Source: an optimization exercise on an open RTL-to-GDS flow (aim: small area, a short achievable clock period and few clock cycles per item). Production flows keep margins and buffers that such runs may drop. Function was checked by simulation only, so behaviour that the tests miss may differ from the original. Power and IR drop assume default switching activity.

[flow/standard.sh]
#!/bin/bash
# synth_recipe.tcl (not shown) runs the flow's synth.tcl, then flattens the netlist and writes it again
# the make line also repeats each setting of config.mk as NAME=value (left out here)
make -C /OpenROAD-flow-scripts/flow DESIGN_CONFIG=/design/flow/config.mk WORK_HOME=/design/flow/orfs CLKGATE_MAP_FILE= SYNTH_SCRIPT=/design/flow/synth_recipe.tcl "${@:-finish}"
[flow/flow/synth_prefix.tcl]
# Map with an area-oriented ABC script instead of ORFS's delay-oriented one;
# every other step is the standard synthesis.
proc abc {args} {
  set i [lsearch -exact $args -script]
  if {$i >= 0} {
    set args [lreplace $args $i [expr {$i + 1}] -script $::env(FLOW_ABC_SCRIPT)]
  }
  yosys abc {*}$args
}
[flow/design.v]
module working_zone
(
    input               i_clk,
    input               i_start,
    input               i_rst,
    input   [7:0]       i_data,
    output     [15:0]   o_address,
    output              o_done,
    output              o_en,
    output              o_we,
    output     [7:0]    o_data
);
localparam [3:0] LAST = 4'b1000;
localparam [3:0] WHIT = 4'b1001;
localparam [3:0] IDLE = 4'b1010;
reg  [3:0]  st;
reg         rdy;         
reg  [6:0]  res;         
wire        scan  = ~st[3];
wire        first = scan & (st[2:0] == 3'd0);            
wire        check = (scan & ~first) | (st == LAST);       
wire [2:0]  zone  = st[2:0] - 3'd1;                      
wire [4:0]  a_hi  = res[6:2];
wire [4:0]  a_hm1 = res[6:2] - 5'd1;
wire [1:0]  a_lo  = res[1:0];
wire [1:0]  b_lo  = i_data[1:0];
wire        lo_le = b_lo <= a_lo;
wire        match = lo_le ? (i_data[6:2] == a_hi) : (i_data[6:2] == a_hm1);
wire        hit   = check & match;
wire [1:0]  off   = a_lo - b_lo;
always @(posedge i_clk) begin
    if (i_rst)
        st <= IDLE;
    else if (hit)
        st <= WHIT;
    else if (scan)
        st <= st + 4'd1;
    else if (st == IDLE)
        st <= (i_start & ~rdy) ? 4'd0 : IDLE;
    else
        st <= IDLE;
end
always @(posedge i_clk) begin
    if (i_rst)
        rdy <= 1'b0;
    else if (st == WHIT || (st == LAST && !hit))
        rdy <= 1'b1;
    else if (~i_start)
        rdy <= 1'b0;
end
always @(posedge i_clk) begin
    if (first)
        res <= i_data[6:0];
    else if (hit)
        res <= {zone, off == 2'd3, off == 2'd2, off == 2'd1, off == 2'd0};
end
wire        we = st[3] & ~st[1];     
assign o_en      = ~i_rst;
assign o_we      = we;
assign o_address = {12'd0, st[3], st[2:1] & {2{scan}}, st[0] | we};
assign o_data    = {st[0] & st[3], res};
assign o_done    = i_start & rdy;
endmodule
[flow/flow/run.sh]
#!/bin/bash
# The standard layout, with these changes to how it is built:
# - synthesis is synth_recipe.tcl (the standard synthesis) with ABC's mapping
#   script replaced by an area-oriented one (flow/abc_area.script), and
#   without ORFS's full-adder extraction (ADDER_MAP_FILE empty); registers
#   are mapped exactly as in the standard synthesis
# - port buffers are sky130_fd_sc_hd__buf_1 (buffer_ports' default here is a
#   delay cell, clkdlybuf4s50_1, slow and large)
# - the constant outputs share one tie cell instead of one each
set -euo pipefail
here=$(pwd)
{ cat flow/synth_prefix.tcl; cat synth_recipe.tcl; } > my_synth.tcl
sed "s#SYNTH_SCRIPT=[^ ]*#SYNTH_SCRIPT=$here/my_synth.tcl ADDER_MAP_FILE=#" standard.sh > my_standard.sh
export FLOW_ABC_SCRIPT=$here/flow/abc_area.script
export BUFFER_PORTS_ARGS="-buffer_cell sky130_fd_sc_hd__buf_1"
export SKIP_REPAIR_TIE_FANOUT=1
export CTS_ARGS="-sink_clustering_enable -repair_clock_nets -dont_use_dummy_load -buf_list sky130_fd_sc_hd__clkbuf_4 -root_buf sky130_fd_sc_hd__clkbuf_4 -sink_clustering_size 16 -sink_clustering_max_diameter 200"
bash my_standard.sh > standard.log 2>&1
[flow/flow/abc_area.script]
strash
dc2
dch -f
map -D 1000
strash
dch -f
map -D 1000
[flow/config.mk]
export PLATFORM = sky130hd
export DESIGN_NAME = working_zone
export DESIGN_NICKNAME = working_zone
export VERILOG_FILES = /design/flow/design.v
export SDC_FILE = /design/flow/constraint.sdc
export NUM_CORES = 4
export LEC_CHECK = 0
export CAP_MARGIN = 20
export CORE_AREA = 2.3 2.72 67.7 67.28
export DIE_AREA = 0 0 70 70
export SETUP_SLACK_MARGIN = 4.5
export SLEW_MARGIN = 20
[flow/constraint.sdc]
create_clock -name core_clock -period 8.0 [get_ports {i_clk}]
set_input_delay 1.6000 -clock core_clock [delete_from_list [all_inputs] [get_ports {i_clk}]]
set_output_delay 1.6000 -clock core_clock [all_outputs]
set_load 0.01 [all_outputs]
==> results.txt, run 1 <==
reg2reg end=res[0]; Synth Warn #=1; die width=70 um; hold crit path type=flop to flop; fmax=0.285 GHz; Tcrit/Tclk final=43.8%; fill count=472; Netlist Area Pre-Place=826 um^2; global-route wire length before repair=2840 um; layout cell share with drive strength beyond 1=9.52%; top-count cell post-synth=nand2_1; largest net degree at the start of global routing=13; initial core utilization=20.2%; Reg power frac=47.4%; sequential-to-total area share from yosys stat=37.6%; number of synthesized flops with an enable pin=7; P&R area growth vs syn=15.5%; Psw=56.2 uW; WL final=1680 um; placed cell count=172; Max VDD drop=0.0876 mV; routed vias=728; number of port buffers=24; Post-synth top cells=nand2_1 (23), clkinv_1 (17), buf_4 (13); Hold Crit Depth=2; switching share of power=33.8%; minimum clock period=3.51 ns; routed vias/inst=4.14; max-cap violations=0; TritonCTS clock tree=built; final setup vio count=0; Fin Hold WS=0.534 ns; power per cell area=174 nW/um^2; Critical Path End Type=output pin; status=finished clean; pre-CTS setup slack=4.36 ns; Row Count=23; PnR worst setup slack=4.49 ns; Slew Limit Fails=0; antenna violations before repair=0; area occupied by multi-input gates=362 um^2; Clock Skew=0.00721 ns; syn_area_per_cell=7.44 um^2; ant diodes=0; Post-Synthesis Net Count=122; clock tree root buffer cell=clkbuf_4; Critical R2R Launch=st[0]; Reg clk slew, reported paths=0.07 ns; FFs w/ async S/R, synth=0%; worst skew pair latency=0.26 ns; reg2reg path depth=8; P_leak=0.367 nW; CTS HTree Levels=1; unrepaired setup endpoints after global routing=yes; DR pass1 iterations=4; FF-to-FF setup slack=5.69 ns; Starting DRT DRC Count=12; Tot Pwr=166 uW; Hold Path End=st[2]; area leader, netlist=edfxtp_1; top_reg_cell synth=edfxtp_1; critical path required time=6.40 ns; WL/cell=9.52 um; Crit path arrival time=1.91 ns; DRC=0; final net count=139; GRT overflow=0; die height=70 um; Worst setup SP type=input pin; Comb power frac=31.9%; vias in the first global route=702; # hold bufs at CTS=0; CP Max Fanout=2; Tot GR Track Use=7.22%; CTS Buf Count=3; RePlAce Congestion=0.794; clk buf depth=2; critical path type=input pin to output pin; sequential cell area=310 um^2; number of distinct library cells after synthesis=20; total die area=4900 um^2; I/O pins=38; synthesis-stage register bit count=12; post-route setup TNS=0 ns; Routed Antenna Nets=0; CORE AREA=4090 um^2; Int Power=110 uW; synth top area cells=edfxtp_1 (25%), dfxtp_1 (12%), buf_4 (12%); Hold Crit Start=st[2]; HPWL after detailed placement=1410 um; Mapped Cells=111; CTS sink cnt=12; Non-Filler Instances=176; Synth top area share=25.5%; Clk pwr share=20.7%; Fin. Hold Viols=0
-- power groups by stage --
stage,Sequential [mW],Combinational (mW),Clock (mW)
floorplan,0.0798,0.0417,0
global placement,0.0801,0.0499,0
detailed placement,0.0802,0.0501,0
CTS,0.0787,0.0507,0.0361
global route,0.0795,0.0616,0.0406
finish,0.0786,0.0530,0.0344
-- registers in the layout, summed over array words and instances, names as in the netlist --
register and cells:
rdy 1, res 7, st 4
-- metal layers --
layer  vias up  share of wire [%]  track usage, %
li1        387                  -               -
met1       330                 46            8.06
met2         9                 51            12.4
met3         2                2.6            2.89
met4         0               0.84            2.56
met5         -                  0               0
-- critical path, cell delays in order --
cell and delay, ns:
buf_8 0.07, inv_4 0.03, nor2_4 0.10, buf_6 0.11
-- layout make-up --
class,instances,area share [%]
Sequential cell,12,32.5
Clock buffer,3,2.36
Multi-Input combinational cell,69,37.9
Tap cell,50,6.56
Inverter,17,7.22
Timing Repair Buffer,25,13.4
-- metrics by stage --
stage | instance area [um^2] | util [%]
6_report | 953 | 23.3
5_1_grt | 953 | 23.3
4_1_cts | 907 | 22.2
3_5_place_dp | 881 | 21.6
3_3_place_gp | 881 | 21.6
2_1_floorplan | 826 | -
-- worst max-delay path by stage --
stage,from,slack (ns),to
final,i_start,4.49,o_done
after global routing,i_start,4.47,o_done
after CTS,i_start,4.40,o_done
after detailed placement,i_rst,4.36,o_en
after global placement,i_rst,4.36,o_en
after floorplan,i_start,4.56,o_done
-- cell usage in the layout (no fill, tap or decap), types with 2 or more instances in the layout --
master,synthesis,final
a21oi_1,5,5
buf_1,0,20
buf_4,13,2
buf_6,0,2
clkbuf_4,0,3
clkinv_1,17,15
dfxtp_1,5,5
edfxtp_1,7,7
inv_4,0,2
nand2_1,23,23
nand3_1,6,6
nor2_1,11,10
nor3_1,3,3
o21ai_0,5,5
o22ai_1,5,5
xnor2_1,2,2
xor2_1,2,2
-- timing repair --
| item | CTS | global route |
|---|---|---|
| setup buffers | 0 | 1 |
| endpoints found under the setup margin | 2 | 2 |
| pin swaps | 0 | 1 |
| resized for setup | 3 | 13 |
-- cell families (layout without fill, tap and decap cells) --
logic type	count (synthesis)	in the layout	synth area share, %
AO/OA/AOI/OAI	19	19	13.3
buffers and inverters	30	45	19.5
AND/OR/NAND/NOR	44	44	21.7
other	1	1	0.454
flip-flops	12	12	37.6
XOR/XNOR	5	5	7.43
Testbench counts, summed over its fixed seeds: cycles 7,900, encodings 768.
==> inputs of run 2 (changes only) <==
--- a/flow/design.v
+++ b/flow/design.v
@@ -14,6 +14,6 @@
 localparam [3:0] WHIT = 4'b1001;
 localparam [3:0] IDLE = 4'b1010;
+localparam [3:0] DONE = 4'b1100;
 reg  [3:0]  st;
-reg         rdy;         
 reg  [6:0]  res;         
 wire        scan  = ~st[3];
@@ -26,5 +26,6 @@
 wire [1:0]  b_lo  = i_data[1:0];
 wire        lo_le = b_lo <= a_lo;
-wire        match = lo_le ? (i_data[6:2] == a_hi) : (i_data[6:2] == a_hm1);
+wire        match = (i_data[6:2] == a_hi) ? lo_le :
+                    (i_data[6:2] == a_hm1) & ~lo_le & (a_hi != 5'd0);
 wire        hit   = check & match;
 wire [1:0]  off   = a_lo - b_lo;
@@ -36,16 +37,11 @@
     else if (scan)
         st <= st + 4'd1;
-    else if (st == IDLE)
-        st <= (i_start & ~rdy) ? 4'd0 : IDLE;
-    else
-        st <= IDLE;
-end
-always @(posedge i_clk) begin
-    if (i_rst)
-        rdy <= 1'b0;
-    else if (st == WHIT || (st == LAST && !hit))
-        rdy <= 1'b1;
-    else if (~i_start)
-        rdy <= 1'b0;
+    else case (st)
+        LAST:    st <= DONE;
+        WHIT:    st <= DONE;
+        IDLE:    if (i_start) st <= 4'd0;
+        DONE:    if (~i_start) st <= IDLE;
+        default: st <= IDLE;
+    endcase
 end
 always @(posedge i_clk) begin
@@ -55,9 +51,9 @@
         res <= {zone, off == 2'd3, off == 2'd2, off == 2'd1, off == 2'd0};
 end
-wire        we = st[3] & ~st[1];     
+wire        we = st[3] & ~st[2] & ~st[1];     
 assign o_en      = ~i_rst;
 assign o_we      = we;
 assign o_address = {12'd0, st[3], st[2:1] & {2{scan}}, st[0] | we};
 assign o_data    = {st[0] & st[3], res};
-assign o_done    = i_start & rdy;
+assign o_done    = i_start & st[3] & st[2];
 endmodule
==> flow/flow/run.sh (replaced) <==
#!/bin/bash
# The standard layout, with two changes to how it is built:
# - port buffers are sky130_fd_sc_hd__buf_1 (buffer_ports' default here is a
#   delay cell, clkdlybuf4s50_1, slow and large)
# - the constant outputs share one tie cell instead of one each
set -euo pipefail
export BUFFER_PORTS_ARGS="-buffer_cell sky130_fd_sc_hd__buf_1"
export SKIP_REPAIR_TIE_FANOUT=1
bash standard.sh > standard.log 2>&1
--- a/flow/config.mk
+++ b/flow/config.mk
@@ -9,4 +9,3 @@
 export CORE_AREA = 2.3 2.72 67.7 67.28
 export DIE_AREA = 0 0 70 70
-export SETUP_SLACK_MARGIN = 4.5
 export SLEW_MARGIN = 20
removed: flow/flow/abc_area.script
removed: flow/flow/synth_prefix.tcl
==> results.txt, run 2 <==
number of distinct library cells after synthesis=39; global-route wire length before repair=3280 um; Tcrit/Tclk final=46.5%; Post-Synthesis Net Count=139; synth top area cells=edfxtp_1 (21%), ha_1 (9.9%), buf_4 (9.6%); fill count=450; GRT overflow=0; Max VDD drop=0.0795 mV; Synth Warn #=1; total die area=4900 um^2; routed vias=804; HPWL after detailed placement=1560 um; CP Max Fanout=6; CORE AREA=4090 um^2; I/O pins=38; top-count cell post-synth=buf_4; Crit path arrival time=2.12 ns; Synth top area share=20.7%; Slew Limit Fails=0; Tot GR Track Use=8.15%; Critical Path End Type=output pin; slew margin rel.=63.9%; # hold bufs at CTS=0; sequential-to-total area share from yosys stat=28.6%; DR pass1 iterations=4; Core Util, Final=27.0%; area leader, netlist=edfxtp_1; P_leak=0.436 nW; initial core utilization=24.8%; number of synthesized flops with an enable pin=7; largest net degree at the start of global routing=20; post-route setup TNS=0 ns; FFs w/ async S/R, synth=0%; die height=70 um; worst skew pair latency=0.24 ns; Worst setup SP type=input pin; WL final=1940 um; max-cap violations=0; CTS sink cnt=11; fmax=0.269 GHz; final net count=152; CTS Buf Count=3; highest-count cells in the layout ignoring fill and taps=buf_1 (24), a21oi_1 (11), inv_1 (10), nor2_1 (9), nand2_1 (9); largest registers=res (7), st (4); worst-margin pin slew=0.540 ns; critical path required time=6.40 ns; area occupied by multi-input gates=577 um^2; Top reg by flops=res; critical path type=input pin to output pin; clk buf depth=2; Post-CTS Setup Bufs=0; Routed Antenna Nets=0; sequential cell area=290 um^2; number of port buffers=24; Fin. Hold Viols=0; Mapped Cells=119; Starting DRT DRC Count=30; layout cell share with drive strength beyond 1=8.40%; post-cts sizing count=0; synthesis-stage register bit count=11; hold crit path type=flop to flop; top_reg_cell synth=edfxtp_1; Reg clk slew, reported paths=0.05 ns; minimum clock period=3.72 ns; number of flip-flops in the largest register=7; WL/cell=10.7 um; Post-synth top cells=buf_4 (13), a21oi_1 (11), inv_1 (10); P&R area growth vs syn=8.89%; TritonCTS clock tree=built; CTS HTree Levels=1; routed vias/inst=4.44; vias in the first global route=721; RePlAce Congestion=0.799; commonest non-fill, non-tap cell in the layout=buf_1; power per cell area=314 nW/um^2; final setup vio count=0; antenna violations before repair=0; syn_area_per_cell=8.52 um^2; Clock Skew=0.00393 ns; clock tree root buffer cell=clkbuf_8; unrepaired setup endpoints after global routing=no; Row Count=23; status=finished clean; ant diodes=0; Netlist Area Pre-Place=1010 um^2; die width=70 um; DRC=0
run 2: changes by cell type after synthesis, sizes merged, moves of 4 or more:
| cell | change |
|---|---|
| clkinv | -17 |
| nand2 | -14 |
| inv | +10 |
| ha | +8 |
| a21oi | +6 |
| o22ai | -4 |
run 2: cell families (layout without fill, tap and decap cells):
family          Yosys count  count (layout)  share of synthesized area (%)
compound gates           25              25                           17.9
buf+inv                  26              38                           14.4
flops                    11              11                           28.6
simple gates             40              40                           20.7
xor+xnor                  7               7                           6.05
fa+ha+maj                 9               9                           11.9
other cells               1               1                          0.370
run 2: layer usage:
metal / wire length (um) / global-route usage (%)
met1: 872 / 9.89
met2: 917 / 13.5
met3: 103 / 1.44
met4: 49 / 4.49
met5: 0 / 0
run 2: area by class of cell:
cell class              instances  area share [%]
repair buffers                 24            8.16
clock inverters                 1           0.454
flip-flops and latches         11            26.3
multi-input cells              82            52.3
inverters                      10            3.40
well taps                      50            5.67
clock buffers                   3            3.74
run 2: per-stage QoR:
step                hold slack [ns]  cells  cell area, um^2  worst slack [ns]  power (mW)
finish                        0.590    181             1100              4.28       0.347
global route                  0.620    181             1100              4.23       0.380
CTS                           0.596    181             1100              4.27       0.349
detailed placement            0.590    177             1060              4.27       0.292
global placement              0.602    177             1060              4.28       0.291
floorplan                     0.551    119             1010              4.61       0.257
run 2: critical path, cell delays in order:
cell    delay, ns
buf_1        0.19
and3_1       0.18
buf_1        0.15
run 2: path summary, 6_finish.rpt:
path	startpoint	endpoint	slack, ns	depth (start not counted)
setup / recovery	i_start	o_done	4.28	3
hold / removal	st[2]	st[3]	0.59	2
setup reg to reg	st[0]	res[1]	5.54	8
hold reg to reg	st[2]	st[3]	0.59	2
run 2: where the power goes:
part	switching (mW)	internal (mW)
clock	0.0217	0.0343
sequential	0.0282	0.0848
combinational	0.100	0.0771
Testbench counts of run 2, summed over its fixed seeds: cycles 7,900, encodings 768.
==> inputs of run 3 (changes only) <==
--- a/flow/design.v
+++ b/flow/design.v
@@ -18,16 +18,22 @@
 reg  [6:0]  res;         
 wire        scan  = ~st[3];
-wire        first = scan & (st[2:0] == 3'd0);            
-wire        check = (scan & ~first) | (st == LAST);       
-wire [2:0]  zone  = st[2:0] - 3'd1;                      
-wire [4:0]  a_hi  = res[6:2];
-wire [4:0]  a_hm1 = res[6:2] - 5'd1;
+wire        first = scan & (st[2:0] == 3'd0);
+wire        check = (scan & ~first) | (st == LAST);
+wire [2:0]  zone  = {st[2] ^ ~(st[1] | st[0]), st[1] ^ ~st[0], ~st[0]};
+wire [4:0]  x = i_data[6:2];
+wire [4:0]  y = res[6:2];
 wire [1:0]  a_lo  = res[1:0];
 wire [1:0]  b_lo  = i_data[1:0];
-wire        lo_le = b_lo <= a_lo;
-wire        match = (i_data[6:2] == a_hi) ? lo_le :
-                    (i_data[6:2] == a_hm1) & ~lo_le & (a_hi != 5'd0);
+wire        gt    = (b_lo[1] & ~a_lo[1]) | (~(b_lo[1] ^ a_lo[1]) & b_lo[0] & ~a_lo[0]);
+wire [5:0]  k;
+assign k[0] = gt;
+genvar i;
+generate for (i = 0; i < 5; i = i + 1) begin : g
+    assign k[i+1] = k[i] & x[i];
+end endgenerate
+wire        match = ((x ^ k[4:0]) == y);
 wire        hit   = check & match;
-wire [1:0]  off   = a_lo - b_lo;
+wire [1:0]  off   = {a_lo[1] ^ b_lo[1] ^ (~a_lo[0] & b_lo[0]), a_lo[0] ^ b_lo[0]};
+wire [3:0]  inc   = {st[3] ^ (st[2] & st[1] & st[0]), st[2] ^ (st[1] & st[0]), st[1] ^ st[0], ~st[0]};
 always @(posedge i_clk) begin
     if (i_rst)
@@ -36,5 +42,5 @@
         st <= WHIT;
     else if (scan)
-        st <= st + 4'd1;
+        st <= inc;
     else case (st)
         LAST:    st <= DONE;
@@ -51,5 +57,5 @@
         res <= {zone, off == 2'd3, off == 2'd2, off == 2'd1, off == 2'd0};
 end
-wire        we = st[3] & ~st[2] & ~st[1];     
+wire        we = st[3] & ~st[2] & ~st[1];
 assign o_en      = ~i_rst;
 assign o_we      = we;
==> flow/flow/run.sh (replaced) <==
#!/bin/bash
# The standard layout, with these changes to how it is built:
# - synthesis is synth_recipe.tcl (the standard synthesis) with ABC's mapping
#   script replaced by an area-oriented one (flow/abc_area.script), and
#   without ORFS's full-adder extraction (ADDER_MAP_FILE empty); registers
#   are mapped exactly as in the standard synthesis
# - port buffers are sky130_fd_sc_hd__buf_1 (buffer_ports' default here is a
#   delay cell, clkdlybuf4s50_1, slow and large)
# - the constant outputs share one tie cell instead of one each
set -euo pipefail
here=$(pwd)
{ cat flow/synth_prefix.tcl; cat synth_recipe.tcl; } > my_synth.tcl
sed "s#SYNTH_SCRIPT=[^ ]*#SYNTH_SCRIPT=$here/my_synth.tcl ADDER_MAP_FILE=#" standard.sh > my_standard.sh
export FLOW_ABC_SCRIPT=$here/flow/abc_area.script
export BUFFER_PORTS_ARGS="-buffer_cell sky130_fd_sc_hd__buf_1"
export SKIP_REPAIR_TIE_FANOUT=1
bash my_standard.sh > standard.log 2>&1
==> flow/flow/abc_area.script (new file) <==
strash
ifraig
dc2
dch -f
amap -F 5 -A 20
==> flow/flow/synth_prefix.tcl (new file) <==
# Map with an area-oriented ABC script instead of ORFS's delay-oriented one;
# every other step is the standard synthesis.
proc abc {args} {
  set i [lsearch -exact $args -script]
  if {$i >= 0} {
    set args [lreplace $args $i [expr {$i + 1}] -script $::env(FLOW_ABC_SCRIPT)]
  }
  yosys abc {*}$args
}
==> results.txt, run 3 <==
HPWL after detailed placement=1390 um; DRC=0; minimum clock period=4.25 ns; area leader, netlist=edfxtp_1; number of flip-flops in the largest register=7; CTS HTree Levels=1; P_leak=0.291 nW; largest registers=res (7), st (4); Top reg by flops=res; layout cell share with drive strength beyond 1=2.59%; PnR worst setup slack=3.75 ns; critical path required time=7.88 ns; Slew Limit Fails=0; Routed Antenna Nets=0; # hold bufs at CTS=0; WL final=1700 um; slew margin rel.=46.2%; reg2reg end=res[2]; highest-count cells in the layout ignoring fill and taps=buf_1 (24), nor2_1 (21), clkinv_1 (12), a21oi_1 (11); routed vias=713; reg2reg path depth=11; TritonCTS clock tree=built; Netlist Area Pre-Place=761 um^2; Reg clk slew, reported paths=0.05 ns; top-count cell post-synth=nor2_1; clk buf depth=2; routed vias/inst=4.30; area occupied by multi-input gates=328 um^2; die width=70 um; I/O pins=38; synth top area cells=edfxtp_1 (28%), buf_4 (13%), dfxtp_1 (11%); pre-CTS setup slack=3.49 ns; status=finished clean; Crit path arrival time=4.13 ns; critical path type=input pin to flop; final non-filler cell area=861 um^2; GRT overflow=0; Hold Path End=res[4]; hold crit path type=flop to flop; Tcrit/Tclk final=53.1%; DR pass1 iterations=4; global-route wire length before repair=2820 um; die height=70 um; Starting DRT DRC Count=9; commonest non-fill, non-tap cell in the layout=buf_1; Synth Warn #=1; ant diodes=0; total die area=4900 um^2; final net count=128; syn_area_per_cell=7.53 um^2; CTS sink cnt=11; Hold Crit Depth=1; Synth top area share=27.6%; Max VDD drop=0.0805 mV; P&R area growth vs syn=13.2%; initial core utilization=18.6%; CP Max Fanout=7; Clock Skew=0.000966 ns; top_reg_cell synth=edfxtp_1; Post-Synthesis Net Count=112; final setup vio count=0; Worst setup SP type=input pin; Hold Crit Start=st[0]; number of port buffers=24; number of synthesized flops with an enable pin=7; number of distinct library cells after synthesis=23; WL/cell=10.2 um; Tot GR Track Use=7.27%; sequential-to-total area share from yosys stat=38.2%; FFs w/ async S/R, synth=0%; FF-to-FF setup slack=4.85 ns; Cell Area, Placed=816 um^2; fmax=0.235 GHz; clock tree root buffer cell=clkbuf_8; Mapped Cells=101; sequential cell area=290 um^2; unrepaired setup endpoints after global routing=no; Row Count=23; post-route setup TNS=0 ns; Post-CTS Setup Bufs=0; antenna violations before repair=0; Critical R2R Launch=res[1]; CTS Buf Count=3; vias in the first global route=676; worst skew pair latency=0.24 ns; Post-synth top cells=nor2_1 (21), buf_4 (13), clkinv_1 (12); synthesis-stage register bit count=11; post-cts sizing count=0; power per cell area=251 nW/um^2; largest net degree at the start of global routing=13; CORE AREA=4090 um^2; max-cap violations=0; Fin. Hold Viols=0; worst-margin pin slew=0.799 ns; fill count=483; Critical Path End Type=flop; RePlAce Congestion=0.753
==> run 3: changes by cell type in the layout (fill, tap and decap cells not counted), moves of 3 or more <==
cell and delta:
o21ai_0 +5, inv_1 -10, nand3_1 -4, nor2_1 +12, and3_1 -3, clkinv_1 +12
ha_1 -8, xnor2_1 -5
==> run 3: cell families after synthesis <==
family,synth area share (%)
XOR/XNOR,1.15
flip-flops,38.2
buffers and inverters,18.7
other,0.493
AND/OR/NAND/NOR,19.1
AO/OA/AOI/OAI,22.4
==> run 3: how the worst max path moves through the flow <==
stage                    from      to  slack (ns)  cells after the start
finish              i_data[1]  res[2]        3.75                     12
global route        i_data[1]  res[2]        3.34                     11
CTS                 i_data[1]  res[0]        3.73                     12
detailed placement  i_data[1]  res[0]        3.49                     12
global placement    i_data[1]  res[0]        3.47                     12
floorplan           i_data[1]  res[0]        4.12                     10
==> run 3: report_power, final <==
part           switching (mW)  internal (mW)  leakage [nW]
sequential            0.00988         0.0734        0.0966
combinational          0.0496         0.0259         0.171
clock                  0.0220         0.0351        0.0228
total                  0.0815          0.134         0.291
==> run 3: layout make-up <==
type / instances / share of cell area (%)
multi-input combinational: 65 / 38.1
tap: 50 / 7.27
inverter: 12 / 5.23
clock buffer: 4 / 5.23
sequential: 11 / 33.7
timing repair buffer: 24 / 10.5
==> run 3: critical path: stages <==
cell	delay, ns
buf_1	0.07
clkinv_1	0.08
a21oi_1	0.27
a21oi_1	0.14
nor2_1	0.17
nand2_1	0.11
o21ai_0	0.12
nor2_1	0.07
a21oi_1	0.15
o2111ai_1	0.13
nor4_1	0.73
or2_0	0.49
==> run 3: through the flow <==
| step | hold WS [ns] | cells | util, % | power, mW |
|---|---|---|---|---|
| after global placement | 0.538 | 162 | 20.0 | 0.160 |
| final | 0.553 | 166 | 21.1 | 0.216 |
| after CTS | 0.561 | 166 | 21.1 | 0.218 |
| after global routing | 0.597 | 166 | 21.1 | 0.232 |
| after floorplan | 0.523 | 101 | - | 0.144 |
| after detailed placement | 0.548 | 162 | 20.0 | 0.160 |
==> run 3: metal layers <==
metal	part of all wire (%)	vias up	track usage (%)
met2	44	37	11.4
met3	7.8	5	2.45
li1	-	364	-
met4	2.5	0	3.85
met5	0	-	0
met1	46	307	8.71
Testbench counts of run 3, summed over its fixed seeds: cycles 7,900, encodings 768.

## afterwards: timing with drivers on the ports
How much do the figures lean on ideal ports? The routed layouts below were timed once more, with nothing changed but the port constraints.
Step 1 (the two cells are an assumption about what drives the block):
set clk [get_ports {i_clk}]
set_driving_cell -lib_cell sky130_fd_sc_hd__clkbuf_16 $clk
set_driving_cell -lib_cell sky130_fd_sc_hd__buf_2 [delete_from_list [all_inputs] $clk]
Step 2 also shifts input and output timing later by t, the mid clock arrival at the registers, as if the neighbouring blocks saw the same clock.
a / b / c = ideal / step 1 / step 2; a / b = the first two.
| run | t (ns) | slack for setup (ns) | worst slew at a driven data input, ns |
|---|---|---|---|
| run 1 | 0.277 | 4.493 / 4.437 / 4.437 | 0.05 |
| run 2 | 0.260 | 4.279 / 4.257 / 4.257 | 0.03 |
| run 3 | 0.262 | 3.752 / 3.749 / 3.488 | 0.04 |
After both steps setup and hold are still met in every run listed. The setup slack of run 3, which loses most, moves by -0.003 ns with the drivers and by -0.264 ns with both steps.
